What follows belongs to an exercise in optimizing a design on an open flow for small area, a short achievable clock period and few clock cycles; a production flow would make more cautious choices.
Function was checked by simulation only, so behaviour that the tests miss may differ from the original.
No activity file was given, so power comes from the tool's default toggle rates.

$ cat design/flow/config.mk
export PLATFORM = sky130hd
export DESIGN_NAME = Core
export DESIGN_NICKNAME = Core
export VERILOG_FILES = /design/flow/design.v
export SDC_FILE = /design/flow/constraint.sdc
export NUM_CORES = 4
export LEC_CHECK = 0
export CAP_MARGIN = 20
export CORE_MARGIN = 2
export CORE_UTILIZATION = 55
export PLACE_DENSITY = 0.65
export SLEW_MARGIN = 20
$ cat design/flow/constraint.sdc
create_clock -name core_clock -period 12.0 [get_ports {clk}]
set_input_delay 2.4000 -clock core_clock [delete_from_list [all_inputs] [get_ports {clk}]]
set_output_delay 2.4000 -clock core_clock [all_outputs]
set_load 0.01 [all_outputs]
$ cat design/flow/design.v
module Core(clk,rstn,imem_addr,imem_data,wb_en,wb_rd,wb_data,st_en,st_addr,st_data);
  input clk;
  input rstn;
  output [31:0] imem_addr;
  input  [31:0] imem_data;
  output wb_en;
  output [4:0] wb_rd;
  output [31:0] wb_data;
  output st_en;
  output [4:0] st_addr;
  output [31:0] st_data;
  reg [31:0] pc;
  reg [31:0] id_ins;    
  reg        id_jal, id_jalr, id_sw, id_bimm;   
  reg [4:0]  ex_rd;     
  reg        ex_wr, ex_ld, ex_st, ex_blt, ex_beq, ex_jal, ex_jalr;
  reg        ex_add, ex_sub, ex_and, ex_or, ex_xor, ex_sll, ex_srl, ex_lui;
  reg [31:0] ex_a;      
  reg [31:0] ex_b;      
  reg [31:0] ex_c;      
  reg [4:0]  m_rd;      
  reg        m_wr, m_ld, m_st, m_tk;
  reg [31:0] m_val;     
  reg [31:0] m_aux;     
  reg [4:0]  w_rd;      
  reg        w_wr;
  reg [31:0] w_val;
  reg [31:0] regs [0:31];
  reg [31:0] mem  [0:31];
  wire [4:0] id_rs1 = id_ins[19:15];
  wire [4:0] id_rs2 = id_ins[24:20];
  wire stall = (ex_ld & ((ex_rd == id_rs1) | (ex_rd == id_rs2))) |
               (w_wr  & ((w_rd  == id_rs1) | (w_rd  == id_rs2)));
  wire flush = m_tk;
  assign imem_addr = pc;
  wire [4:0] op = id_ins[4:0];
  wire d_add  = (op == 5'd1);
  wire d_addi = (op == 5'd2);
  wire d_sub  = (op == 5'd3);
  wire d_and  = (op == 5'd4);
  wire d_andi = (op == 5'd5);
  wire d_or   = (op == 5'd6);
  wire d_ori  = (op == 5'd7);
  wire d_xor  = (op == 5'd8);
  wire d_xori = (op == 5'd9);
  wire d_sll  = (op == 5'd10);
  wire d_slli = (op == 5'd11);
  wire d_srl  = (op == 5'd12);
  wire d_srli = (op == 5'd13);
  wire d_lui  = (op == 5'd14);
  wire d_lw   = (op == 5'd15);
  wire d_sw   = id_sw;
  wire d_blt  = (op == 5'd17);
  wire d_beq  = (op == 5'd18);
  wire d_jal  = id_jal;
  wire d_jalr = id_jalr;
  wire d_wr = (op != 5'd0) & ((op <= 5'd15) | d_jal | d_jalr);
  wire [31:0] imm_is = {{20{id_ins[31]}}, id_ins[31:20]};
  wire [31:0] imm_iz = {20'b0, id_ins[31:20]};
  wire [31:0] imm_sh = {26'b0, id_ins[25:20]};
  wire [31:0] imm_ss = {{20{id_ins[31]}}, id_ins[31:25], id_ins[11:7]};
  wire [31:0] imm_u  = {id_ins[31:12], 12'b0};
  wire [31:0] imm_j  = {{12{id_ins[31]}}, id_ins[31:12]};
  wire d_bimm = id_bimm;
  wire [31:0] d_imm = (d_andi | d_ori | d_xori) ? imm_iz :
                      (d_slli | d_srli) ? imm_sh :
                      d_lui ? imm_u :
                      d_sw ? imm_ss : imm_is;
  wire [31:0] pcm1  = pc - 32'd1;
  wire [31:0] pcrel = pcm1 + (d_jal ? imm_j : imm_ss);
  wire [1023:0] rf_q;
  wire [1023:0] dm_q;
  genvar gw;
  generate
    for (gw = 0; gw < 32; gw = gw + 1) begin : words
      assign rf_q[gw*32 +: 32] = regs[gw];
      assign dm_q[gw*32 +: 32] = mem[gw];
    end
  endgenerate
  wire [31:0] rd1, rd2;
  RdMux32 rp1 (.a(id_rs1), .q(rf_q), .o(rd1));
  RdMux32 rp2 (.a(id_rs2), .q(rf_q), .o(rd2));
  wire [31:0] result;
  wire [31:0] wnext;
  wire fa_m = ex_wr & (ex_rd == id_rs1);
  wire fa_w = m_wr & (m_rd == id_rs1);
  wire fb_m = ex_wr & (ex_rd == id_rs2);
  wire fb_w = m_wr & (m_rd == id_rs2);
  wire [31:0] fwd1 = fa_m ? result : fa_w ? wnext : rd1;
  wire [31:0] fwd2 = fb_m ? result : fb_w ? wnext : rd2;
  wire        subm = ex_sub | ex_blt;
  wire [32:0] sum  = {1'b0, ex_a} + {1'b0, subm ? ~ex_b : ex_b} + {32'b0, subm};
  wire [31:0] xv   = ex_a ^ ex_b;
  wire        lt   = ~sum[32];
  wire        eq   = (xv == 32'b0);
  function [31:0] rev32(input [31:0] v);
    integer i;
    for (i = 0; i < 32; i = i + 1) rev32[i] = v[31 - i];
  endfunction
  wire        shz  = (ex_b[31:5] != 27'b0);
  wire [31:0] shin = ex_sll ? rev32(ex_a) : ex_a;
  wire [31:0] shr  = shin >> ex_b[4:0];
  assign result =
      ({32{ex_add | ex_sub}} & sum[31:0]) |
      ({32{ex_and}} & (ex_a & ex_b)) |
      ({32{ex_or }} & (ex_a | ex_b)) |
      ({32{ex_xor}} & xv) |
      ({32{ex_sll & ~shz}} & rev32(shr)) |
      ({32{ex_srl & ~shz}} & shr) |
      ({32{ex_lui}} & ex_b) |
      ({32{ex_jal}} & ex_a) |
      ({32{ex_jalr}} & ex_c);
  wire taken = ex_jal | ex_jalr | (ex_blt & lt) | (ex_beq & eq);
  wire [31:0] ldata;
  RdMux32 rp3 (.a(m_val[4:0]), .q(dm_q), .o(ldata));
  assign wnext = m_ld ? ldata : m_val;
  always @(posedge clk) begin
    if (~rstn) pc <= 32'b0;
    else if (flush) pc <= m_aux;
    else if (~stall) pc <= pc + 32'd1;
  end
  wire [4:0] fop = imem_data[4:0];
  wire f_jal  = (fop == 5'd19);
  wire f_jalr = (fop == 5'd20);
  wire f_sw   = (fop == 5'd16);
  wire f_bimm = (fop == 5'd2) | (fop == 5'd5) | (fop == 5'd7) | (fop == 5'd9) | (fop == 5'd11) |
                (fop == 5'd13) | (fop == 5'd14) | (fop == 5'd15) | (fop == 5'd16) | (fop == 5'd20);
  always @(posedge clk) begin
    if (~rstn | flush) begin
      id_ins <= 32'b0;
      {id_jal, id_jalr, id_sw, id_bimm} <= 4'b0;
    end else if (~stall) begin
      id_ins <= imem_data;
      {id_jal, id_jalr, id_sw, id_bimm} <= {f_jal, f_jalr, f_sw, f_bimm};
    end
  end
  always @(posedge clk) begin
    if (~rstn | flush | stall) begin
      ex_rd <= 5'b0;
      {ex_wr, ex_ld, ex_st, ex_blt, ex_beq, ex_jal, ex_jalr} <= 7'b0;
      {ex_add, ex_sub, ex_and, ex_or, ex_xor, ex_sll, ex_srl, ex_lui} <= 8'b0;
    end else begin
      ex_rd <= id_ins[11:7];
      ex_wr <= d_wr;
      ex_ld <= d_lw;
      ex_st <= d_sw;
      ex_blt <= d_blt;
      ex_beq <= d_beq;
      ex_jal <= d_jal;
      ex_jalr <= d_jalr;
      ex_add <= d_add | d_addi | d_lw | d_sw;
      ex_sub <= d_sub;
      ex_and <= d_and | d_andi;
      ex_or  <= d_or | d_ori;
      ex_xor <= d_xor | d_xori;
      ex_sll <= d_sll | d_slli;
      ex_srl <= d_srl | d_srli;
      ex_lui <= d_lui;
    end
  end
  always @(posedge clk) begin
    if (~rstn) begin
      ex_a <= 32'b0;
      ex_b <= 32'b0;
      ex_c <= 32'b0;
    end else begin
      ex_a <= d_jal ? pc : fwd1;
      ex_b <= d_bimm ? d_imm : fwd2;
      ex_c <= d_sw ? fwd2 : d_jalr ? pc : pcrel;
    end
  end
  always @(posedge clk) begin
    if (~rstn | flush) begin
      m_rd <= 5'b0;
      {m_wr, m_ld, m_st, m_tk} <= 4'b0;
    end else begin
      m_rd <= ex_rd;
      m_wr <= ex_wr;
      m_ld <= ex_ld;
      m_st <= ex_st;
      m_tk <= taken;
    end
  end
  always @(posedge clk) begin
    if (~rstn) begin
      m_val <= 32'b0;
      m_aux <= 32'b0;
    end else begin
      m_val <= result;
      m_aux <= ex_jalr ? sum[31:0] : ex_c;
    end
  end
  always @(posedge clk) begin
    if (~rstn) begin
      w_rd <= 5'b0;
      w_wr <= 1'b0;
      w_val <= 32'b0;
    end else begin
      w_rd <= m_rd;
      w_wr <= m_wr;
      w_val <= wnext;
    end
  end
  wire [31:0] rf_wd = rstn ? w_val : 32'b0;
  wire [31:0] dm_wd = rstn ? m_aux : 32'b0;
  integer k;
  always @(posedge clk) begin
    for (k = 0; k < 32; k = k + 1) begin
      if (~rstn | (w_wr & (w_rd == k))) regs[k] <= rf_wd;
      if (~rstn | (m_st & (m_val[4:0] == k))) mem[k] <= dm_wd;
    end
  end
  assign wb_en   = w_wr;
  assign wb_rd   = w_rd;
  assign wb_data = w_val;
  assign st_en   = m_st;
  assign st_addr = m_val[4:0];
  assign st_data = m_aux;
endmodule
module RdMux32(a, q, o);
  input  [4:0]    a;
  input  [1023:0] q;
  output [31:0]   o;
  assign o = q[a*32 +: 32];
endmodule
$ cat design/flow/flow/run.sh
#!/bin/bash
# Layout flow. It is the standard flow (standard.sh) with these changes:
#  - synthesis reads design.v with the behavioural RdMux32 (read ports of the
#    register file and data memory) replaced by a gate-level one built from
#    a222oi/nand/or cells (flow/gen_rdmux.py); every register is unchanged;
#  - the resizer is asked to keep 8 ns of setup slack at the 12 ns clock;
#  - CTS uses sink clusters of up to 30 flip-flops (80 um) and no dummy loads.
# Each tool's output goes to a log file in this folder.
set -euo pipefail
python3 flow/gen_rdmux.py rdmux_cells.v > gen_rdmux.log 2>&1
python3 flow/swap_module.py design.v rdmux_cells.v design_custom.v > swap_module.log 2>&1
bash standard.sh VERILOG_FILES="$PWD/design_custom.v" SETUP_SLACK_MARGIN=8 \
  CTS_ARGS="-sink_clustering_enable -repair_clock_nets -sink_clustering_size 30 -sink_clustering_max_diameter 80 -dont_use_dummy_load" \
  finish > standard.log 2>&1
$ cat design/flow/flow/gen_rdmux.py
#!/usr/bin/env python3
# Writes flow/rdmux_cells.v: a gate-level RdMux32 (32-word x 32-bit read
# port) built from sky130_fd_sc_hd a222oi/a22oi, nand4/nand3 and or3 cells,
# which the custom flow synthesizes in place of the behavioural RdMux32.
import sys
L = []
w = L.append
w("// Generated by gen/gen_rdmux.py: gate-level RdMux32 for the layout flow.")
w("module RdMux32(a, q, o);")
w("  input  [4:0]    a;")
w("  input  [1023:0] q;")
w("  output [31:0]   o;")
w("  wire [31:0] s;")
w("  genvar i;")
w("  generate for (i = 0; i < 32; i = i + 1) begin : dec")
w("    assign s[i] = (a == i);")
w("  end endgenerate")
for b in range(32):
    w(f"  wire [10:0] p{b};")
    w(f"  wire [2:0] n{b};")
    for g in range(10):
        k = 3 * g
        w(f"  sky130_fd_sc_hd__a222oi_1 g{b}_{g} (.A1(s[{k}]), .A2(q[{k*32+b}]), .B1(s[{k+1}]), .B2(q[{(k+1)*32+b}]), .C1(s[{k+2}]), .C2(q[{(k+2)*32+b}]), .Y(p{b}[{g}]));")
    w(f"  sky130_fd_sc_hd__a22oi_1 g{b}_10 (.A1(s[30]), .A2(q[{30*32+b}]), .B1(s[31]), .B2(q[{31*32+b}]), .Y(p{b}[10]));")
    w(f"  sky130_fd_sc_hd__nand4_1 h{b}_0 (.A(p{b}[0]), .B(p{b}[1]), .C(p{b}[2]), .D(p{b}[3]), .Y(n{b}[0]));")
    w(f"  sky130_fd_sc_hd__nand4_1 h{b}_1 (.A(p{b}[4]), .B(p{b}[5]), .C(p{b}[6]), .D(p{b}[7]), .Y(n{b}[1]));")
    w(f"  sky130_fd_sc_hd__nand3_1 h{b}_2 (.A(p{b}[8]), .B(p{b}[9]), .C(p{b}[10]), .Y(n{b}[2]));")
    w(f"  sky130_fd_sc_hd__or3_1 o{b} (.A(n{b}[0]), .B(n{b}[1]), .C(n{b}[2]), .X(o[{b}]));")
w("endmodule")
open(sys.argv[1] if len(sys.argv) > 1 else "rdmux_cells.v", "w").write("\n".join(L) + "\n")
$ cat design/flow/flow/swap_module.py
#!/usr/bin/env python3
# swap_module.py IN.v REPLACEMENT.v OUT.v: copy IN.v to OUT.v with every
# module that REPLACEMENT.v defines replaced by REPLACEMENT.v's definition.
import re, sys
src = open(sys.argv[1]).read()
rep = open(sys.argv[2]).read()
names = re.findall(r'^\s*module\s+(\w+)', rep, re.M)
for n in names:
    pat = re.compile(r'^\s*module\s+' + n + r'\b.*?^\s*endmodule\b', re.M | re.S)
    src, k = pat.subn('', src)
    if k != 1:
        sys.exit('module %s found %d times' % (n, k))
open(sys.argv[3], 'w').write(src + '\n' + rep)
$ cat design/flow/standard.sh
#!/bin/bash
# synth_recipe.tcl (not shown) runs the flow's synth.tcl, then flattens the netlist and writes it again
# the make line also repeats each setting of config.mk as NAME=value (left out here)
make -C /OpenROAD-flow-scripts/flow DESIGN_CONFIG=/design/flow/config.mk WORK_HOME=/design/flow/orfs CLKGATE_MAP_FILE= SYNTH_SCRIPT=/design/flow/synth_recipe.tcl "${@:-finish}"
==> flow_metrics.tcl, run 1 <==
set metrics [dict create \
    num_rows 154 \
    arrival_ns 4.94 \
    cp_slowest_stage_delay_ns 0.78 \
    final_layout_size_suffix_gt1_share_pct 13.25 \
    crit_path_max_fanout 24 \
    critical_path.endpoint_type "flip-flop" \
    crit_family "simple AND/OR/NAND/NOR gates" \
    antenna_found_initial 30 \
    post_synth_inst_count 6524 \
    fin_cells 9207 \
    cts-buffers-inserted 109 \
    post-route-period-util_pct 35.59 \
    cts_hold_buf 0 \
    violation_count_after_the_first_detailed_routing_iteration 15904 \
    fillerInstances 13183 \
    synth_warnings 3 \
    synth_enable_flop_cells 2048 \
    crit_slowest_cell "nand4_1" \
    leakagePower_nw 37.56 \
    dpl.cell_count 9023 \
    whs_ns 0.4841 \
    yosys-top-cells-area "edfxtp_1, a222oi_1, dfxtp_1" \
    report.final.slew_viol_count 0 \
    netlist_top_cells_count "edfxtp_1, a222oi_1, nor2_1, dfxtp_1, o21ai_0" \
    path_buf_inv 2 \
    drt_first_pass_iters 14 \
    synth_area_per_cell_um2 14.94 \
    overflow_left_after_global_routing 0 \
    first_global_vias 65317 \
    library_cell_with_the_highest_instance_count_after_synthesis "edfxtp_1" \
    routed_via_density 7.701 \
    synth.net_count 6719 \
    status "finished clean" \
    avgRoutedWirePerCell_um 39.55 \
    timing.fmax_ghz 0.2341 \
    final-setup-viol-count 0 \
    max_cap_violation_count 0 \
    timing.final.crit_period_ns 4.271 \
    crit_required_ns 12.67 \
    grt_start_max_net_pins 89 \
    io_pins 142 \
    fp.dieArea_mm2 0.1806 \
    synthDominantAreaCellType "edfxtp_1" \
    clock_tree.htree_level_count 3 \
    flow.area_growth_from_synthesis_pct 11.15 \
    grt_pass1_wl_um 499700 \
    grtUsageTotal_pct 39.22 \
    placement.io_buffers 139 \
    postSynth.asyncResetShare_pct 0 \
    max-clock-path-buffers 3 \
    synthDominantCellAreaShare_pct 63.08 \
    synth.cell_area_mm2 0.09749 \
    detail-route-antenna-nets 0 \
    detail_route.wirelength_um 364200 \
    via_count 70907 \
    clock_insertion_delay_worst_skew_ns 0.84 \
    worst_slew_margin_rel_pct 23.08 \
    final_hold_viols 0 \
    synth_seq_area_share_pct 69.10 \
    tritoncts_clock_tree "done" \
    postSynthRegisterBits 2341 \
    drc 0 \
    fin_nets 7040 \
    flip_flop_cell_with_the_highest_count_after_synthesis "edfxtp_1" \
    gp_congestion 1.051 \
    cts_root_buf "clkbuf_16" \
    power_density_mw_per_mm2 145.8 \
    die_y_um 425.0 \
    setup.worst_path.class "flip-flop to flip-flop" \
    skew_ns 0.1003 \
    clkSlewWorstSetupHoldPaths_ns 0.12 \
    die_width_um 425.0 \
    critical_path.startpoint_type "flip-flop" \
    grt_setup_unrepaired "true" \
    max_slew.worst_pin.slew_ns 1.142 \
    core_mm2 0.1761 \
    min-delay-path-class "flip-flop to flip-flop" \
    setup_total_negative_slack_ns 0 \
    clkSinkCount 2341 \
    netlist-cell-type-count 87 \
    max_ir_drop_vdd_mv 0.1347 \
    cp_cell_sequence "buf_6, nand2b_2, nor2_4, buf_4, a222oi_1, nand4_1, or3_1, nor2_1, a21oi_1, a32oi_2, o21ai_0" \
    hpwl_um 231000 \
    floorplan.initialDensity_pct 55.36 \
]
through the flow:
stage | cell area [µm²] | utilization [%] | total power [mW] | worst slack, ns
after floorplan | 97490 | - | 10.74 | 7.586
after global placement | 103900 | 59.01 | 11.74 | 6.069
after detailed placement | 104000 | 59.06 | 11.79 | 5.964
after CTS | 107700 | 61.13 | 15.65 | 7.871
after global routing | 108300 | 61.50 | 16.15 | 7.894
final | 108400 | 61.53 | 15.80 | 7.729
registers in the layout, indices dropped and copies added (netlist names), 5 cells and up:
name    cells
ex_c       32
w_val      32
ex_a       32
pc         32
ex_b       32
ex_rd       5
regs     1024
m_rd        5
m_val      32
mem      1024
id_ins     30
w_rd        5
m_aux      32
layout by cell type, fill, tap and decap left out, types with 39 or more instances in the layout:
cell           synthesis  routed
nand4_1              211     211
ha_1                 159     157
dlygate4sd2_1          0      91
xor2_1                39      39
mux2i_1              137     121
edfxtp_1            2048    2048
nor3_1                63      61
nor2_2                 0      49
o21ai_4                0      64
xnor2_1               94      94
o21ai_0              257     179
o211ai_1              40      40
nor2_4                 0      53
mux4_2                41      41
clkbuf_16              0     110
nand2_1              206     194
a22oi_1              127     127
a222oi_1             962     962
buf_4                  8     250
and2_1               113      83
nor2_1               390     288
or3_1                110      96
nand3_1              166     160
dfxtp_1              293     184
dfxtp_4                0      79
a21oi_1              179     174
inv_1                173     172
a221oi_1              46      41
where the power goes:
group,total [mW],internal (mW),switching (mW)
Clock,4.01,1.61,2.40
Combinational,2.09,0.603,1.49
Sequential,9.69,9.35,0.339
Total,15.8,11.6,4.23
cell type report:
cell class,count,area [µm²],share of cell area [%]
Timing Repair Buffer,434,3880,3.581
Multi-Input combinational cell,3778,30380,28.03
Tap cell,2340,2928,2.702
Clock buffer,109,2728,2.517
Inverter,181,690.7,0.6374
Antenna cell,24,60.06,0.05542
Sequential cell,2341,67700,62.48
per-layer routing:
| metal | part of all wire [%] | global-route usage (%) | wire length [µm] | vias to the layer above |
|---|---|---|---|---|
| li1 | - | - | - | 28636 |
| met1 | 35 | 52.23 | 127400 | 35515 |
| met2 | 43 | 57.95 | 158300 | 5759 |
| met3 | 13 | 9.043 | 48330 | 983 |
| met4 | 8.3 | 25.85 | 30050 | 14 |
| met5 | 0.027 | 0 | 99 | - |
timing repair:
| item | 4_1_cts | 5_1_grt |
|---|---|---|
| resized for setup | 460 | 99 |
| gates cloned | 2 | 1 |
| buffers inserted | 33 | 10 |
| pin swaps | 16 | 30 |
| setup endpoints to repair | 2064 | 329 |
path summary, 6_finish.rpt:
kind	from	endpoint	slack (ns)	cells past startpoint
hold / removal	m_wr	w_wr	0.48	1
setup / recovery	id_ins[16]	ex_a[22]	7.73	11
setup reg to reg	id_ins[16]	ex_a[22]	7.73	11
hold reg to reg	m_wr	w_wr	0.48	1
logic make-up after synthesis:
kind of cell    Yosys count  synth area share (%)
flops                  2341                 69.10
compound gates         1886                 16.16
simple gates           1398                 7.223
buf+inv                 405                 1.632
mux                     200                 2.612
fa+ha+maj               161                 2.082
xor+xnor                133                 1.195
worst register-to-register path: cells and delay by family (launching register included):
kind | cells | cell delay [ns]
buf+inv | 2 | 0.52
compound gates | 4 | 1.15
flops | 1 | 0.39
simple gates | 5 | 2.09
Testbench counts, summed over its fixed seeds: cycles 48,142.
==> run 2: changes to the inputs <==
==> design/flow/flow/run.sh (replaced) <==
#!/bin/bash
# Layout flow. It is the standard flow (standard.sh) with these changes:
#  - synthesis reads design.v with the behavioural RdMux32 (read ports of the
#    register file and data memory) replaced by a gate-level one built from
#    a222oi/nand/or cells (flow/gen_rdmux.py); every register is unchanged;
#  - the resizer is asked to keep 8.2 ns of setup slack at the 12 ns clock;
#  - CTS uses sink clusters of up to 28 flip-flops (70 um) and no dummy loads.
# Each tool's output goes to a log file in this folder.
set -euo pipefail
python3 flow/gen_rdmux.py rdmux_cells.v > gen_rdmux.log 2>&1
python3 flow/swap_module.py design.v rdmux_cells.v design_custom.v > swap_module.log 2>&1
bash standard.sh VERILOG_FILES="$PWD/design_custom.v" SETUP_SLACK_MARGIN=8.2 \
  CTS_ARGS="-sink_clustering_enable -repair_clock_nets -sink_clustering_size 28 -sink_clustering_max_diameter 70 -dont_use_dummy_load" \
  finish > standard.log 2>&1
--- a/design/flow/flow/gen_rdmux.py
+++ b/design/flow/flow/gen_rdmux.py
@@ -25,6 +25,6 @@
     w(f"  sky130_fd_sc_hd__nand4_1 h{b}_0 (.A(p{b}[0]), .B(p{b}[1]), .C(p{b}[2]), .D(p{b}[3]), .Y(n{b}[0]));")
     w(f"  sky130_fd_sc_hd__nand4_1 h{b}_1 (.A(p{b}[4]), .B(p{b}[5]), .C(p{b}[6]), .D(p{b}[7]), .Y(n{b}[1]));")
     w(f"  sky130_fd_sc_hd__nand3_1 h{b}_2 (.A(p{b}[8]), .B(p{b}[9]), .C(p{b}[10]), .Y(n{b}[2]));")
-    w(f"  sky130_fd_sc_hd__or3_1 o{b} (.A(n{b}[0]), .B(n{b}[1]), .C(n{b}[2]), .X(o[{b}]));")
+    w(f"  sky130_fd_sc_hd__or3_2 o{b} (.A(n{b}[0]), .B(n{b}[1]), .C(n{b}[2]), .X(o[{b}]));")
 w("endmodule")
 open(sys.argv[1] if len(sys.argv) > 1 else "rdmux_cells.v", "w").write("\n".join(L) + "\n")
==> run 2 against run 1 <==
Effect of this change: fmax up 4.6%; highest routed layer unchanged; total power up 1.8%; area after synthesis up 0.12%; critical path depth up 1; die area up 0.12%; core utilization up 0.65 points; clock skew up 0.038 ns; combinational power up 5%; sequential cell count unchanged.
==> flow_metrics.tcl, run 2 <==
set metrics [dict create \
    arrival_ns 4.74 \
    route.met3.wl_um 47680 \
    max_cap_violation_count 0 \
    post_synth_inst_count 6524 \
    clkSlewWorstSetupHoldPaths_ns 0.10 \
    clkSinkCount 2341 \
    status "finished clean" \
    synthDominantCellAreaShare_pct 63.00 \
    first_global_vias 66300 \
    fin_area_mm2 0.1096 \
    max-clock-path-buffers 3 \
    critical_path.startpoint_type "flip-flop" \
    final_hold_viols 0 \
    worst_slew_margin_rel_pct 24.54 \
    clock_tree.htree_level_count 3 \
    gp_congestion 1.047 \
    postSynthRegisterBits 2341 \
    layout_common_cells "edfxtp_1, a222oi_1, buf_4" \
    r2r_setup_slack_ns 7.92 \
    fin_nets 7108 \
    crit_required_ns 12.65 \
    r2r_start "id_ins[23]" \
    critPathLaunch "id_ins[23]" \
    overflow_left_after_global_routing 0 \
    met2RoutedLength_um 164000 \
    cts_root_buf "clkbuf_16" \
    netlist-cell-type-count 88 \
    final_layout_size_suffix_gt1_share_pct 17.94 \
    critical_path.endpoint_type "flip-flop" \
    io_pins 142 \
    synth_enable_flop_cells 2048 \
    antenna_found_initial 20 \
    max_slew.worst_pin.slew_ns 1.132 \
    mostFrequentLayoutCell "edfxtp_1" \
    netlist_top_cells_count "edfxtp_1, a222oi_1, nor2_1, dfxtp_1, o21ai_0" \
    grt_pass1_wl_um 506900 \
    timing.fmax_ghz 0.2450 \
    avgRoutedWirePerCell_um 40.05 \
    floorplan.initialDensity_pct 55.36 \
    synthDominantAreaCellType "edfxtp_1" \
    skew_ns 0.1388 \
    violation_count_after_the_first_detailed_routing_iteration 15987 \
    setup.worst_path.class "flip-flop to flip-flop" \
    drt_first_pass_iters 14 \
    design_power_mw 16.08 \
    power_density_mw_per_mm2 146.7 \
    dr.max_layer_used "met5" \
    leakagePower_nw 37.77 \
    flip_flop_cell_with_the_highest_count_after_synthesis "edfxtp_1" \
    layout_setup_ws_ns 7.918 \
    met1_length_um 126500 \
    detail_route.wirelength_um 370900 \
    grt_start_max_net_pins 76 \
    cts-buffers-inserted 120 \
    synth.net_count 6719 \
    cts_hold_buf 0 \
    ff2ff_path_depth 12 \
    flow.area_growth_from_synthesis_pct 12.31 \
    final-setup-viol-count 0 \
    min-delay-path-class "flip-flop to flip-flop" \
    detailed_place.area_mm2 0.1040 \
    core_mm2 0.1763 \
    timing.final.crit_period_ns 4.082 \
    drc 0 \
    die_y_um 425.3 \
    hpwl_um 227700 \
    rr_endpoint "ex_b[9]" \
    die_width_um 425.3 \
    grt_setup_unrepaired "true" \
    synth_warnings 3 \
    detail-route-antenna-nets 0 \
    synth_seq_area_share_pct 69.01 \
    top_regs "mem x1024, regs x1024" \
    setup_total_negative_slack_ns 0 \
    via_count 71319 \
    utilization_pct 62.18 \
    grtUsageTotal_pct 39.90 \
    crit_path_max_fanout 32 \
    routed_via_density 7.700 \
    max_ir_drop_vdd_mv 0.1713 \
    clock_insertion_delay_worst_skew_ns 0.89 \
    report.final.slew_viol_count 0 \
    synth_area_per_cell_um2 14.96 \
    postSynth.asyncResetShare_pct 0 \
    dp_slack_ns 6.500 \
    yosys-top-cells-area "edfxtp_1, a222oi_1, dfxtp_1" \
    synth.cell_area_mm2 0.09761 \
    crit_path_capture "ex_b[9]" \
    library_cell_with_the_highest_instance_count_after_synthesis "edfxtp_1" \
    num_rows 154 \
    placement.io_buffers 139 \
    fp.dieArea_mm2 0.1809 \
    post-route-period-util_pct 34.02 \
    tritoncts_clock_tree "done" \
]
## run 2: cell count changes in the layout (fill, tap and decap cells not counted), moves of 19 or more
| cell | change |
|---|---|
| or3_1 | -85 |
| dfxtp_4 | +23 |
| and2_2 | +50 |
| dlygate4sd2_1 | -90 |
| buf_2 | +42 |
| buf_4 | +69 |
| and2_4 | -19 |
| clkdlybuf4s15_2 | +30 |
| or3_2 | +71 |
| and2_1 | -31 |
## run 2: layer usage
| layer | GRT usage (%) | vias up |
|---|---|---|
| li1 | - | 28775 |
| met3 | 9.114 | 1084 |
| met1 | 51.32 | 35639 |
| met4 | 27.97 | 16 |
| met2 | 60.21 | 5805 |
| met5 | 0.6349 | - |
## run 2: cells by family (layout without fill, tap and decap cells)
kind of cell | count (synthesis) | after routing | synth area share [%]
compound gates | 1886 | 1886 | 16.14
xor+xnor | 133 | 133 | 1.193
fa+ha+maj | 161 | 161 | 2.079
buf+inv | 405 | 792 | 1.630
flops | 2341 | 2341 | 69.01
mux | 200 | 200 | 2.609
other cells | 0 | 11 | 0
simple gates | 1398 | 1398 | 7.337
## run 2: repair_timing
item | in CTS | in global routing
gates cloned | 6 | 0
resized for setup | 759 | 131
buffers inserted | 109 | 22
setup endpoints to repair | 1505 | 103
pin swaps | 38 | 54
## run 2: worst max-delay path, stage by stage, from the launching register on
cell and delay [ns]:
dfxtp_2 0.47, buf_6 0.26, nand3b_1 0.15, buf_4 0.18
nor2_2 0.04, buf_4 0.34, a222oi_1 0.49, nand4_1 0.40
or3_2 0.73, nor2_1 0.15, a21oi_1 0.06, a21oi_1 0.44
o21ai_0 0.15
## run 2: area by class of cell
type                       instances  area, µm²
clock buffer                     120       3003
antenna                           11      27.53
inverter                         181      694.4
sequential                      2341      67770
tap                             2340       2928
multi-input combinational       3778      30990
fill                           13270      66680
timing repair buffer             491       4212
## run 2: stage by stage
stage | instances | hold WS [ns]
CTS | 9229 | 0.4643
global route | 9252 | 0.4909
floorplan | 6524 | 0.4057
global placement | 8994 | 0.4677
detailed placement | 8994 | 0.4767
finish | 9262 | 0.4942
## run 2: worst min path at each step
stage,cells past startpoint,slack [ns],end,startpoint
after CTS,3,0.46,m_aux[23],ex_c[23]
after global routing,3,0.49,m_aux[23],ex_c[23]
final,2,0.49,m_aux[28],ex_c[28]
after global placement,2,0.47,m_aux[28],ex_c[28]
after detailed placement,2,0.48,m_aux[28],ex_c[28]
after floorplan,1,0.41,m_st,ex_st
## run 2: power breakdown
group,internal (mW),switching (mW),total (mW),leakage (nW)
Sequential,9.35,0.334,9.68,23.6
Combinational,0.650,1.54,2.19,12.7
Clock,1.76,2.45,4.21,1.48
==> run 3: changes to the inputs <==
--- a/design/flow/design.v
+++ b/design/flow/design.v
@@ -12,6 +12,8 @@
   reg [31:0] pc;
   reg [31:0] id_ins;    
   reg        id_jal, id_jalr, id_sw, id_bimm;   
+  reg [3:0]  id_r1a, id_r2a;   
+  reg [7:0]  id_r1b, id_r2b;   
   reg [4:0]  ex_rd;     
   reg        ex_wr, ex_ld, ex_st, ex_blt, ex_beq, ex_jal, ex_jalr;
   reg        ex_add, ex_sub, ex_and, ex_or, ex_xor, ex_sll, ex_srl, ex_lui;
@@ -78,8 +80,8 @@
     end
   endgenerate
   wire [31:0] rd1, rd2;
-  RdMux32 rp1 (.a(id_rs1), .q(rf_q), .o(rd1));
-  RdMux32 rp2 (.a(id_rs2), .q(rf_q), .o(rd2));
+  RdMux32P rp1 (.ah(id_r1a), .bh(id_r1b), .q(rf_q), .o(rd1));
+  RdMux32P rp2 (.ah(id_r2a), .bh(id_r2b), .q(rf_q), .o(rd2));
   wire [31:0] result;
   wire [31:0] wnext;
   wire fa_m = ex_wr & (ex_rd == id_rs1);
@@ -125,13 +127,19 @@
   wire f_sw   = (fop == 5'd16);
   wire f_bimm = (fop == 5'd2) | (fop == 5'd5) | (fop == 5'd7) | (fop == 5'd9) | (fop == 5'd11) |
                 (fop == 5'd13) | (fop == 5'd14) | (fop == 5'd15) | (fop == 5'd16) | (fop == 5'd20);
+  wire [3:0] f_r1a = 4'b1 << imem_data[16:15];
+  wire [7:0] f_r1b = 8'b1 << imem_data[19:17];
+  wire [3:0] f_r2a = 4'b1 << imem_data[21:20];
+  wire [7:0] f_r2b = 8'b1 << imem_data[24:22];
   always @(posedge clk) begin
     if (~rstn | flush) begin
       id_ins <= 32'b0;
       {id_jal, id_jalr, id_sw, id_bimm} <= 4'b0;
+      {id_r1a, id_r1b, id_r2a, id_r2b} <= 24'b0;
     end else if (~stall) begin
       id_ins <= imem_data;
       {id_jal, id_jalr, id_sw, id_bimm} <= {f_jal, f_jalr, f_sw, f_bimm};
+      {id_r1a, id_r1b, id_r2a, id_r2b} <= {f_r1a, f_r1b, f_r2a, f_r2b};
     end
   end
   always @(posedge clk) begin
@@ -223,3 +231,15 @@
   output [31:0]   o;
   assign o = q[a*32 +: 32];
 endmodule
+module RdMux32P(ah, bh, q, o);
+  input  [3:0]    ah;
+  input  [7:0]    bh;
+  input  [1023:0] q;
+  output reg [31:0] o;
+  integer k;
+  always @(*) begin
+    o = 32'b0;
+    for (k = 0; k < 32; k = k + 1)
+      o = o | ({32{ah[k % 4] & bh[k / 4]}} & q[k*32 +: 32]);
+  end
+endmodule
--- a/design/flow/flow/run.sh
+++ b/design/flow/flow/run.sh
@@ -1,6 +1,6 @@
 #!/bin/bash
 # Layout flow. It is the standard flow (standard.sh) with these changes:
-#  - synthesis reads design.v with the behavioural RdMux32 (read ports of the
+#  - synthesis reads design.v with the behavioural RdMux32 and RdMux32P (read ports of the
 #    register file and data memory) replaced by a gate-level one built from
 #    a222oi/nand/or cells (flow/gen_rdmux.py); every register is unchanged;
 #  - the resizer is asked to keep 8.2 ns of setup slack at the 12 ns clock;
--- a/design/flow/flow/gen_rdmux.py
+++ b/design/flow/flow/gen_rdmux.py
@@ -1,6 +1,6 @@
 #!/usr/bin/env python3
-# Writes flow/rdmux_cells.v: a gate-level RdMux32 (32-word x 32-bit read
-# port) built from sky130_fd_sc_hd a222oi/a22oi, nand4/nand3 and or3 cells,
+# Writes flow/rdmux_cells.v: gate-level RdMux32 and RdMux32P (32-word x 32-bit read
+# ports) built from sky130_fd_sc_hd a222oi/a22oi, nand4/nand3 and or3 cells,
 # which the custom flow synthesizes in place of the behavioural RdMux32.
 import sys
 L = []
@@ -27,4 +27,27 @@
     w(f"  sky130_fd_sc_hd__nand3_1 h{b}_2 (.A(p{b}[8]), .B(p{b}[9]), .C(p{b}[10]), .Y(n{b}[2]));")
     w(f"  sky130_fd_sc_hd__or3_2 o{b} (.A(n{b}[0]), .B(n{b}[1]), .C(n{b}[2]), .X(o[{b}]));")
 w("endmodule")
+# RdMux32P: same tree, word selects from predecoded one-hot halves
+w("module RdMux32P(ah, bh, q, o);")
+w("  input  [3:0]    ah;")
+w("  input  [7:0]    bh;")
+w("  input  [1023:0] q;")
+w("  output [31:0]   o;")
+w("  wire [31:0] s;")
+w("  genvar i;")
+w("  generate for (i = 0; i < 32; i = i + 1) begin : dec")
+w("    assign s[i] = ah[i % 4] & bh[i / 4];")
+w("  end endgenerate")
+for b in range(32):
+    w(f"  wire [10:0] p{b};")
+    w(f"  wire [2:0] n{b};")
+    for g in range(10):
+        k = 3 * g
+        w(f"  sky130_fd_sc_hd__a222oi_1 g{b}_{g} (.A1(s[{k}]), .A2(q[{k*32+b}]), .B1(s[{k+1}]), .B2(q[{(k+1)*32+b}]), .C1(s[{k+2}]), .C2(q[{(k+2)*32+b}]), .Y(p{b}[{g}]));")
+    w(f"  sky130_fd_sc_hd__a22oi_1 g{b}_10 (.A1(s[30]), .A2(q[{30*32+b}]), .B1(s[31]), .B2(q[{31*32+b}]), .Y(p{b}[10]));")
+    w(f"  sky130_fd_sc_hd__nand4_1 h{b}_0 (.A(p{b}[0]), .B(p{b}[1]), .C(p{b}[2]), .D(p{b}[3]), .Y(n{b}[0]));")
+    w(f"  sky130_fd_sc_hd__nand4_1 h{b}_1 (.A(p{b}[4]), .B(p{b}[5]), .C(p{b}[6]), .D(p{b}[7]), .Y(n{b}[1]));")
+    w(f"  sky130_fd_sc_hd__nand3_1 h{b}_2 (.A(p{b}[8]), .B(p{b}[9]), .C(p{b}[10]), .Y(n{b}[2]));")
+    w(f"  sky130_fd_sc_hd__or3_2 o{b} (.A(n{b}[0]), .B(n{b}[1]), .C(n{b}[2]), .X(o[{b}]));")
+w("endmodule")
 open(sys.argv[1] if len(sys.argv) > 1 else "rdmux_cells.v", "w").write("\n".join(L) + "\n")
==> run 3 against run 2 <==
Effect of this change: still clean on timing, DRC and antenna; sequential share of layout area rose by 0.15 points; critical path depth rose by 5; sequential cell count rose by 24; critical endpoint is now ex_c[31].
==> flow_metrics.tcl, run 3 <==
set metrics [dict create \
    placement.io_buffers 139 \
    worst_slew_margin_rel_pct 19.45 \
    gp_congestion 1.045 \
    final_hold_viols 0 \
    timing.fmax_ghz 0.2533 \
    power_frac_clock_pct 28.3 \
    grtUsageTotal_pct 40.24 \
    die_width_um 426.3 \
    status "finished clean" \
    die_y_um 426.3 \
    fp.dieArea_mm2 0.1817 \
    top_regs "mem x1024, regs x1024" \
    antenna_found_initial 28 \
    cts_root_buf "clkbuf_16" \
    ff2ff_path_depth 17 \
    num_rows 154 \
    critical_path.endpoint_type "flip-flop" \
    setup.worst_path.class "flip-flop to flip-flop" \
    cts_hold_buf 0 \
    synth_seq_area_share_pct 69.18 \
    skew_ns 0.1131 \
    pwr-share-comb_pct 9.8 \
    power.switching_fraction_pct 24.74 \
    whs_ns 0.4765 \
    fillerInstances 13186 \
    max-clock-path-buffers 3 \
    hpwl_um 229300 \
    clock_tree.htree_level_count 4 \
    grt_start_max_net_pins 85 \
    detail_route.wirelength_um 374800 \
    synth_enable_flop_cells 2048 \
    grt_setup_unrepaired "true" \
    io_pins 142 \
    clock_insertion_delay_worst_skew_ns 0.85 \
    core_mm2 0.1767 \
    seq_power_share_pct 61.9 \
    clkSlewWorstSetupHoldPaths_ns 0.09 \
    synthDominantAreaCellType "edfxtp_1" \
    min-delay-path-class "flip-flop to flip-flop" \
    post-route-period-util_pct 32.90 \
    setup_total_negative_slack_ns 0 \
    cts-buffers-inserted 130 \
    utilization_pct 62.32 \
    violation_count_after_the_first_detailed_routing_iteration 16607 \
    final_layout_size_suffix_gt1_share_pct 17.38 \
    synth.net_count 6788 \
    avgRoutedWirePerCell_um 39.94 \
    detail-route-antenna-nets 0 \
    max_ir_drop_vdd_mv 0.1561 \
    max_cap_violation_count 0 \
    synthDominantCellAreaShare_pct 62.71 \
    drc 0 \
    crit_required_ns 12.71 \
    drt_first_pass_iters 13 \
    tritoncts_clock_tree "done" \
    grt_pass1_wl_um 511300 \
    via_count 71933 \
    power_density_mw_per_mm2 142.2 \
    floorplan.initialDensity_pct 55.50 \
    leakagePower_nw 38.32 \
    yosys-top-cells-area "edfxtp_1, a222oi_1, dfxtp_1" \
    overflow_left_after_global_routing 0 \
    routed_via_density 7.667 \
    crit_path_max_fanout 6 \
    fin_nets 7221 \
    synth_warnings 3 \
    post_synth_inst_count 6593 \
    min_delay_path_depth 1 \
    flip_flop_cell_with_the_highest_count_after_synthesis "edfxtp_1" \
    library_cell_with_the_highest_instance_count_after_synthesis "edfxtp_1" \
    synth_area_per_cell_um2 14.87 \
    layout_common_cells "edfxtp_1, a222oi_1, buf_4" \
    layout_setup_ws_ns 8.053 \
    first_global_vias 65917 \
    postSynthRegisterBits 2365 \
    flow.area_growth_from_synthesis_pct 12.28 \
    arrival_ns 4.66 \
    fin_area_mm2 0.1101 \
    netlist_top_cells_count "edfxtp_1, a222oi_1, dfxtp_1, nand2_1, nor2_1" \
    clkSinkCount 2365 \
    timing.final.crit_period_ns 3.947 \
    internal_power_mw 11.78 \
    critical_path.startpoint_type "flip-flop" \
    max_slew.worst_pin.slew_ns 1.199 \
    mostFrequentLayoutCell "edfxtp_1" \
    netlist-cell-type-count 89 \
    detailed_place.area_mm2 0.1041 \
    dp_slack_ns 6.583 \
    final-setup-viol-count 0 \
    postSynth.asyncResetShare_pct 0 \
    report.final.slew_viol_count 0 \
    synth.cell_area_mm2 0.09807 \
    p_sw_mw 3.873 \
]
-- run 3: cell count changes after synthesis, sizes merged, moves of 25 or more --
cell    previous run  this run
a21oi            179       292
and2             114       156
mux2i            137       105
nand2            206       309
nand2b            36        11
nor2             390       306
nor3              63        34
-- run 3: final timing paths --
check,from,end,slack [ns]
min reg2reg,m_wr,w_wr,0.48
min,m_wr,w_wr,0.48
max reg2reg,id_jal,ex_c[31],8.05
max,id_jal,ex_c[31],8.05
-- run 3: power groups by stage --
| stage | logic, mW | registers [mW] | clock network, mW |
|---|---|---|---|
| after global routing | 1.57 | 9.72 | 4.71 |
| after global placement | 1.30 | 9.87 | 0 |
| final | 1.53 | 9.69 | 4.44 |
| after floorplan | 0.730 | 9.75 | 0 |
| after CTS | 1.45 | 9.67 | 4.44 |
| after detailed placement | 1.32 | 9.90 | 0 |
-- run 3: cells by family (layout without fill, tap and decap cells) --
logic type	Yosys count	after routing	share of synthesized area (%)
simple gates	1399	1399	7.339
buf+inv	407	838	1.679
flops	2365	2365	69.18
xor+xnor	149	149	1.331
compound gates	1946	1946	16.19
other cells	0	18	0
mux	166	166	2.210
fa+ha+maj	161	161	2.069
-- run 3: timing repair --
action                                  in CTS  in global routing
setup buffers                              120                 34
endpoints found under the setup margin    1779                101
cloned                                       6                  0
pin swaps                                   56                 79
resized for setup                          845                117
-- run 3: layer usage --
layer / track usage [%] / vias up / part of all wire (%)
met2: 58.75 / 5814 / 43
met4: 26.49 / 6 / 8.3
met3: 9.719 / 1035 / 13
met1: 53.92 / 36069 / 35
li1: - / 29009 / -
met5: 0 / - / 0.0099
-- run 3: area by class of cell --
cell class / instances / area [µm²] / area share (%)
Tap cell: 2340 / 2928 / 2.659
Sequential cell: 2365 / 68240 / 61.97
Timing Repair Buffer: 529 / 4425 / 4.019
Inverter: 179 / 689.4 / 0.6261
Antenna cell: 18 / 45.04 / 0.04091
Clock buffer: 130 / 3253 / 2.954
Multi-Input combinational cell: 3821 / 30530 / 27.73
-- run 3: critical path, stage by stage, from the launching register on --
cell      delay, ns
dfxtp_4        0.38
buf_12         0.14
mux2i_1        0.19
ha_1           0.25
inv_2          0.07
ha_4           0.13
inv_2          0.04
fa_2           0.39
nand2b_4       0.15
a21o_1         0.21
a31oi_4        0.24
o31ai_4        0.13
a21boi_2       0.19
o211ai_1       0.17
a31oi_4        0.35
xnor2_4        0.18
or3_1          0.35
a311oi_2       0.26
-- run 3: through the flow --
step	std cells	power, mW
final	9382	15.66
after global routing	9364	15.99
after CTS	9329	15.55
after detailed placement	9073	11.22
after global placement	9073	11.17
after floorplan	6593	10.48
Testbench counts of run 3, summed over its fixed seeds: cycles 48,142.
==> run 4: changes to the inputs <==
==> design/flow/flow/run.sh (replaced) <==
#!/bin/bash
# Layout flow. It is the standard flow (standard.sh) with these changes:
#  - synthesis reads design.v with the behavioural RdMux32 and RdMux32P (read ports of the
#    register file and data memory) replaced by a gate-level one built from
#    a222oi/nand/or cells (flow/gen_rdmux.py); every register is unchanged;
#  - the resizer is asked to keep 8.4 ns of setup slack at the 12 ns clock;
#  - CTS uses sink clusters of up to 28 flip-flops (70 um) and no dummy loads.
# Each tool's output goes to a log file in this folder.
set -euo pipefail
python3 flow/gen_rdmux.py rdmux_cells.v > gen_rdmux.log 2>&1
python3 flow/swap_module.py design.v rdmux_cells.v design_custom.v > swap_module.log 2>&1
bash standard.sh VERILOG_FILES="$PWD/design_custom.v" SETUP_SLACK_MARGIN=8.4 \
  CTS_ARGS="-sink_clustering_enable -repair_clock_nets -sink_clustering_size 28 -sink_clustering_max_diameter 70 -dont_use_dummy_load" \
  finish > standard.log 2>&1
==> run 4 against run 3 <==
Effect of this change: highest routed layer unchanged; sequential share of layout area down 1.6 points; worst hold slack better by 0.012 ns; wire length up 0.38%; critical path type unchanged; die area unchanged; fmax up 0.83%.
==> flow_metrics.tcl, run 4 <==
set metrics [dict create \
    synthDominantAreaCellType "edfxtp_1" \
    synth_warnings 3 \
    power.switching_fraction_pct 24.72 \
    power_frac_clock_pct 28.3 \
    setup_total_negative_slack_ns 0 \
    placement.io_buffers 139 \
    first_global_vias 65835 \
    fin_nets 7327 \
    cp_slowest_stage_delay_ns 0.37 \
    cts-buffers-inserted 132 \
    post_synth_inst_count 6593 \
    synth-simple-area-share_pct 7.339 \
    worst_slew_margin_rel_pct 24.90 \
    cp_cell_sequence "buf_12, mux2i_4, ha_1, inv_1, ha_2, inv_2, fa_2, nand2b_4, a21o_1, a31oi_4, o31ai_4, a21boi_2, o211ai_1, a31oi_4, xnor2_4, or3_1, a311oi_2" \
    grt.met2_usage_pct 57.71 \
    post-route-period-util_pct 32.62 \
    cell_seen_most_often_among_critical_path_stages "a31oi_4" \
    synth_enable_flop_cells 2048 \
    grt_start_max_net_pins 80 \
    layout_common_cells "edfxtp_1, a222oi_1, buf_4" \
    crit_family "compound AO/OA/AOI/OAI gates" \
    flip_flop_cell_with_the_highest_count_after_synthesis "edfxtp_1" \
    routed_via_density 7.635 \
    grtUsageTotal_pct 39.82 \
    synth-compound-area-share_pct 16.19 \
    cts_root_buf "clkbuf_16" \
    violation_count_after_the_first_detailed_routing_iteration 16686 \
    path_buf_inv 3 \
    clock_insertion_delay_worst_skew_ns 0.86 \
    final-setup-viol-count 0 \
    library_cell_with_the_highest_instance_count_after_synthesis "edfxtp_1" \
    cts_hold_buf 0 \
    dp_slack_ns 6.571 \
    avgRoutedWirePerCell_um 39.70 \
    mostFrequentLayoutCell "edfxtp_1" \
    synth_seq_area_share_pct 69.18 \
    critical_path.endpoint_type "flip-flop" \
    gp_congestion 1.036 \
    synth-adder-area-share_pct 2.069 \
    detail-route-antenna-nets 0 \
    synth_area_per_cell_um2 14.87 \
    grt_pass1_wl_um 507200 \
    final_layout_size_suffix_gt1_share_pct 20.69 \
    postSynth.asyncResetShare_pct 0 \
    floorplan.initialDensity_pct 55.50 \
    core_mm2 0.1767 \
    die_y_um 426.3 \
    die_width_um 426.3 \
    status "finished clean" \
    crit_required_ns 12.71 \
    dominant_combinational_cell_family_by_area_after_synthesis "compound AO/OA/AOI/OAI gates" \
    synth.net_count 6788 \
    final_hold_viols 0 \
    whs_ns 0.4886 \
    postSynthRegisterBits 2365 \
    crit_path_max_fanout 5 \
    skew_ns 0.1018 \
    hpwl_um 226900 \
    num_rows 154 \
    tritoncts_clock_tree "done" \
    leakagePower_nw 39.39 \
    netlist_top_cells_count "edfxtp_1, a222oi_1, dfxtp_1, nand2_1, nor2_1" \
    layout_setup_ws_ns 8.085 \
    power_density_mw_per_mm2 139.6 \
    yosys-top-cells-area "edfxtp_1, a222oi_1, dfxtp_1" \
    detail_route.wirelength_um 376200 \
    max_ir_drop_vdd_mv 0.1438 \
    synth-xor-area-share_pct 1.331 \
    grt.met3_usage_pct 9.715 \
    timing.fmax_ghz 0.2554 \
    clkSinkCount 2365 \
    clkSlewWorstSetupHoldPaths_ns 0.08 \
    arrival_ns 4.62 \
    overflow_left_after_global_routing 0 \
    global_route.peak_usage_layer "met2" \
    global_route.usage.met1_pct 53.81 \
    report.final.slew_viol_count 0 \
    synth.cell_area_mm2 0.09807 \
    netlist-cell-type-count 89 \
    max_slew.worst_pin.slew_ns 1.118 \
    fp.dieArea_mm2 0.1817 \
    antenna_found_initial 15 \
    seq_power_share_pct 61.4 \
    timing.final.crit_period_ns 3.915 \
    max_cap_violation_count 0 \
    crit_slowest_cell "dfxtp_4" \
    via_count 72348 \
    internal_power_mw 11.89 \
    grt_setup_unrepaired "true" \
    io_pins 142 \
    synthDominantCellAreaShare_pct 62.71 \
    setup.worst_path.class "flip-flop to flip-flop" \
    multiplexer_area_fraction_after_synthesis_pct 2.210 \
    p_sw_mw 3.903 \
    min-delay-path-class "flip-flop to flip-flop" \
    flow.area_growth_from_synthesis_pct 15.29 \
    drc 0 \
    max-clock-path-buffers 3 \
    top_regs "mem x1024, regs x1024" \
    drt_first_pass_iters 15 \
    clock_tree.htree_level_count 4 \
    critical_path.startpoint_type "flip-flop" \
    utilization_pct 63.99 \
    pwr-share-comb_pct 10.3 \
]
run 4: cell types whose count changed in the layout (fill, tap and decap cells not counted), sizes merged:
cell	delta
clkbuf	+14
clkinvlp	+2
inv	-1
bufbuf	-3
buf	+100
clkdlybuf4s15	-6
diode	-12
run 4: cell families (layout without fill, tap and decap cells):
family / count (synthesis) / count (layout)
flops: 2365 / 2365
compound gates: 1946 / 1946
simple gates: 1399 / 1399
buf+inv: 407 / 944
mux: 166 / 166
fa+ha+maj: 161 / 161
xor+xnor: 149 / 149
other cells: 0 / 6
run 4: layout make-up:
class,count,area (µm²)
Sequential cell,2365,68260
Fill cell,12829,63630
Multi-Input combinational cell,3821,31670
Timing Repair Buffer,632,6182
Clock buffer,132,3303
Tap cell,2340,2928
Inverter,179,696.9
Antenna cell,6,15.01
Timing Repair inverter,1,5.005
run 4: final timing paths:
check | from | slack (ns) | to | cells after the start
max reg2reg | id_jal | 8.09 | ex_c[31] | 17
max | id_jal | 8.09 | ex_c[31] | 17
min | id_sw | 0.49 | id_sw | 2
min reg2reg | id_sw | 0.49 | id_sw | 2
run 4: power by group through the flow:
stage               Clock, mW  Sequential [mW]  Combinational, mW
finish                   4.46             9.69               1.63
global route             4.74             9.72               1.67
floorplan                   0             9.75              0.736
detailed placement          0             9.90               1.30
global placement            0             9.87               1.28
CTS                      4.47             9.67               1.48
run 4: layer usage:
layer | wire, µm | vias to the layer above
met5 | 98 | -
met4 | 31440 | 14
met3 | 53330 | 1032
met2 | 160400 | 5966
met1 | 130900 | 36109
li1 | - | 29227
run 4: timing repair:
action,CTS,global route
setup endpoints to repair,3555,1005
pin swaps,107,169
resized for setup,1039,303
buffers inserted,173,96
gates cloned,6,11
run 4: through the flow:
stage | cell area (µm²) | power (mW) | cells
detailed placement | 104000 | 11.20 | 9052
global placement | 104000 | 11.16 | 9052
floorplan | 99030 | 10.48 | 6593
CTS | 110700 | 15.63 | 9363
global route | 113000 | 16.13 | 9470
finish | 113100 | 15.79 | 9476
run 4: worst reg2reg max path, cell delays in order, from the launching register on:
cell and delay (ns):
dfxtp_4 0.37, buf_12 0.13, mux2i_4 0.18, ha_1 0.30
inv_1 0.06, ha_2 0.18, inv_2 0.04, fa_2 0.33
nand2b_4 0.16, a21o_1 0.21, a31oi_4 0.26, o31ai_4 0.13
a21boi_2 0.19, o211ai_1 0.14, a31oi_4 0.37, xnor2_4 0.16
or3_1 0.35, a311oi_2 0.23

## separate check: timing with driven ports
The results above use ideal ports. As a check the final layouts listed here were re-extracted and re-timed, cells and wires unchanged. Step 1 assumes that a clkbuf_16 drives the clock port and a buf_2 every other input. Step 2 moves the port delays by t, midway between the first and last clock arrival at a register: inputs arrive t later, outputs are due t later. That takes back most of the time a late clock gives input paths. Three values: ideal ports, drivers, drivers and shift; two values: the first two.
| run | t, ns | slack for setup (ns) | clock arrival spread, ns |
|---|---|---|---|
| run 1 | 0.881 | 7.729 / 7.729 / 7.212 | 0.105 / 0.105 |
| run 2 | 0.900 | 7.918 / 7.918 / 7.310 | 0.141 / 0.141 |
| run 3 | 0.888 | 8.053 / 8.053 / 7.298 | 0.124 / 0.124 |
| run 4 | 0.910 | 8.085 / 8.073 / 7.544 | 0.113 / 0.113 |
After both steps every run listed still meets setup and hold. For run 3, which loses most, drivers alone change the setup slack by 0.000 ns; drivers and shift together by -0.755 ns.
